This is an optimization exercise on Yosys and OpenROAD, whose aim is small area and a short achievable clock period, not a production implementation. Only simulation tests tie the RTL to the original design; equivalence was not proved.

## lane 5
## AXIS_linear_regression_v1_0
module AXIS_linear_regression_v1_0 #
	(
		parameter M = 8,
		parameter N = 3,
		parameter integer C_S00_AXIS_TDATA_WIDTH	= 32,
		parameter integer C_M00_AXIS_TDATA_WIDTH	= 32,
		parameter integer C_M00_AXIS_START_COUNT	= 32
	)
	(
		input wire  aclk,
		input wire  aresetn,
		output wire  s00_axis_tready,
		input wire [C_S00_AXIS_TDATA_WIDTH-1 : 0] s00_axis_tdata,
		input wire  s00_axis_tlast,
		input wire  s00_axis_tvalid,
		output wire  m00_axis_tvalid,
		output wire [C_M00_AXIS_TDATA_WIDTH-1 : 0] m00_axis_tdata,
		output wire  m00_axis_tlast,
		input wire  m00_axis_tready
	);
export LEC_CHECK = 0
export CAP_MARGIN = 20
export CORE_MARGIN = 2
export CORE_UTILIZATION = 40
export CTS_CLUSTER_DIAMETER = 50
export CTS_CLUSTER_SIZE = 24
export SLEW_MARGIN = 20
export SYNTH_HIERARCHICAL = 1
export SYNTH_MINIMUM_KEEP_SIZE = 0
create_clock -name core_clock -period 22.0 [get_ports {aclk}]
standard.sh (not shown) runs the stock make flow with config.mk's settings and CLKGATE_MAP_FILE= SYNTH_SCRIPT=/design/flow/synth_recipe.tcl, a recipe that flattens the netlist after the stock synthesis.
==> flow/flow/run.sh <==
#!/bin/bash
# The standard layout, with the port buffers made from buf_4 instead of the default cell,
# the resizer's timing repair aiming at 16.5 ns of setup slack, and the clock tree built
# with one level of sink clustering
set -euo pipefail
bash standard.sh finish 'BUFFER_PORTS_ARGS=-buffer_cell sky130_fd_sc_hd__buf_4' SETUP_SLACK_MARGIN=16.5 \
  'CTS_ARGS=-sink_clustering_enable -repair_clock_nets -sink_clustering_size 24 -sink_clustering_max_diameter 50 -sink_clustering_levels 1' > standard.log 2>&1
Edits applied to the flow inputs when going from lane 5 to lane 3:
- changing CORE_UTILIZATION from 40 to 50
==> flow/flow/run.sh <==
#!/bin/bash
# The standard layout, with the port buffers made from buf_4 instead of the default cell,
# and the resizer's timing repair aiming at 16.5 ns of setup slack
set -euo pipefail
bash standard.sh finish 'BUFFER_PORTS_ARGS=-buffer_cell sky130_fd_sc_hd__buf_4' SETUP_SLACK_MARGIN=16.5 > standard.log 2>&1
Between lane 3 and lane 5, the multi-input gate area in the final layout figures differ only marginally.
Going from lane 5 to lane 3, the floorplan die height was found to have gone down by about 10%.
[lane 3 vs lane 5] utilization: higher in lane 3

== run 1 ==
AXIS_linear_regression_v1_0 again, from the RTL that the note above started with.
export LEC_CHECK = 0
export CAP_MARGIN = 20
export CORE_MARGIN = 2
export CORE_UTILIZATION = 40
export CTS_CLUSTER_DIAMETER = 40
export CTS_CLUSTER_SIZE = 20
export SLEW_MARGIN = 20
export SYNTH_HIERARCHICAL = 1
export SYNTH_MINIMUM_KEEP_SIZE = 0
create_clock -name core_clock -period 22.0 [get_ports {aclk}]
==> flow/flow/run.sh <==
#!/bin/bash
# The standard layout, with the port buffers made from buf_4 instead of the default cell,
# and the resizer's timing repair aiming at 16.45 ns of setup slack
set -euo pipefail
bash standard.sh finish 'BUFFER_PORTS_ARGS=-buffer_cell sky130_fd_sc_hd__buf_4' SETUP_SLACK_MARGIN=16.45 > standard.log 2>&1
Run 1 reached the final stage; the timing, design-rule and antenna checks on its layout passed.
--- input diff run 1..run 2 ---
- CTS_CLUSTER_SIZE changed from 20 to 28
- CTS_CLUSTER_DIAMETER changed from 40 to 55
==> flow/flow/run.sh <==
#!/bin/bash
# The standard layout, with the port buffers made from buf_4 instead of the default cell,
# the resizer's timing repair aiming at 16.45 ns of setup slack, and no dummy loads in the
# clock tree
set -euo pipefail
bash standard.sh finish 'BUFFER_PORTS_ARGS=-buffer_cell sky130_fd_sc_hd__buf_4' SETUP_SLACK_MARGIN=16.45 RECOVER_POWER=50 \
  'CTS_ARGS=-sink_clustering_enable -repair_clock_nets -sink_clustering_size 28 -sink_clustering_max_diameter 55 -dont_use_dummy_load' > standard.log 2>&1
Findings:
Run 1 has completed all stages; timing, DRC and antenna checks passed.
Run 2 finished all stages; layout check result: FAIL, due to capacitance limit, slew limit.
Run 1 → run 2: detailed-route wire length on metal 1 lower; portion of the clock cycle consumed by the worst path in the final layout higher.
--- input diff run 2..run 3 ---
- putting GPL_ROUTABILITY_DRIVEN at 0 where nothing was set
--- a/flow/flow/run.sh
+++ b/flow/flow/run.sh
@@ -6 +6 @@
-bash standard.sh finish 'BUFFER_PORTS_ARGS=-buffer_cell sky130_fd_sc_hd__buf_4' SETUP_SLACK_MARGIN=16.45 RECOVER_POWER=50 \
+bash standard.sh finish 'BUFFER_PORTS_ARGS=-buffer_cell sky130_fd_sc_hd__buf_4' SETUP_SLACK_MARGIN=16.45 \
--- outcome ---
- Run 3 finished every stage and its layout cleared the timing, design-rule and antenna checks.
- Re wire length of the first global-routing pass: no difference whatsoever between run 3 and run 2.
- Compared run 3 vs run 2, and final critical-path setup slack is up in run 3.
- Status: total length of routed wires parity (run 2, run 3)
- Synthesis-to-finish area growth: lower on run 2
- Final critical path time including I/O delays and setup on run 3 is ahead of run 2.
- As far as design area is concerned, run 2 and run 3 perform about the same.
- Per the comparison of run 3 with run 2, share of the final layout cell area in multi-input gates saw little to no change; number of buffers and inverters on the critical path saw a decrease; maximum frequency saw an increase.
> inputs changed (run 3 -> run 4)
- clearing GPL_ROUTABILITY_DRIVEN, which used to be 0
- swapping 55 for 50 in CTS_CLUSTER_DIAMETER
- swapping 28 for 24 in CTS_CLUSTER_SIZE
==> flow/flow/run.sh <==
#!/bin/bash
# The standard layout, with the port buffers made from buf_4 instead of the default cell,
# and the resizer's timing repair aiming at 16.45 ns of setup slack
set -euo pipefail
bash standard.sh finish 'BUFFER_PORTS_ARGS=-buffer_cell sky130_fd_sc_hd__buf_4' SETUP_SLACK_MARGIN=16.45 > standard.log 2>&1
Notes after the runs:
The run showing the greater worst hold slack is run 4. Comparing run 3 and run 4, the lower non-clock buffer count is on run 4.
Setup changes, run 4 to run 5
==> flow/flow/run.sh <==
#!/bin/bash
# The standard layout, with the port buffers made from buf_4 instead of the default cell,
# the resizer's timing repair aiming at 16.5 ns of setup slack, and the clock tree built
# with two levels of sink clustering
set -euo pipefail
bash standard.sh finish 'BUFFER_PORTS_ARGS=-buffer_cell sky130_fd_sc_hd__buf_4' SETUP_SLACK_MARGIN=16.5 \
  'CTS_ARGS=-sink_clustering_enable -repair_clock_nets -sink_clustering_size 24 -sink_clustering_max_diameter 50 -sink_clustering_levels 2' > standard.log 2>&1
==> comparison <==
Run 4 -> run 5: register cell area after layout flat. Maximum frequency: run 4 vs run 5, no meaningful difference. Compared with run 4, in run 5 minimum setup slack in the final design up 0.0099 ns.

static timing again, ports no longer ideal:
No port has a modelled driver above. Below, the same layouts with a new extraction and two added sets of constraints.
Step 1 sets driving cells, clkbuf_16 on the clock port and buf_2 on the other inputs (assumed; they add their load-dependent delay and slew).
Step 2 also shifts input and output timing later by t, the mid clock arrival at the registers, as if the neighbouring blocks saw the same clock.
Three values: no drivers, after step 1, after step 2; two values: the first two.
run	t, ns	setup WS [ns]	worst register clock-pin slew, ns	worst data-port slew with drivers (ns)
lane 5	0.664	16.456 / 16.388 / 15.956	0.09 / 0.09	0.06
lane 3	0.682	16.461 / 16.393 / 15.940	0.08 / 0.08	0.14
run 1	0.679	16.451 / 16.384 / 15.905	0.07 / 0.07	0.06
run 2	0.635	13.563 / 13.563 / 13.563	0.10 / 0.10	0.07
run 3	0.634	16.454 / 16.388 / 15.921	0.10 / 0.10	0.07
run 4	0.672	16.446 / 16.377 / 15.949	0.09 / 0.09	0.06
run 5	0.664	16.456 / 16.388 / 15.956	0.09 / 0.09	0.06
For run 1, which loses most, drivers alone change the setup slack by -0.067 ns; drivers and shift together by -0.546 ns.
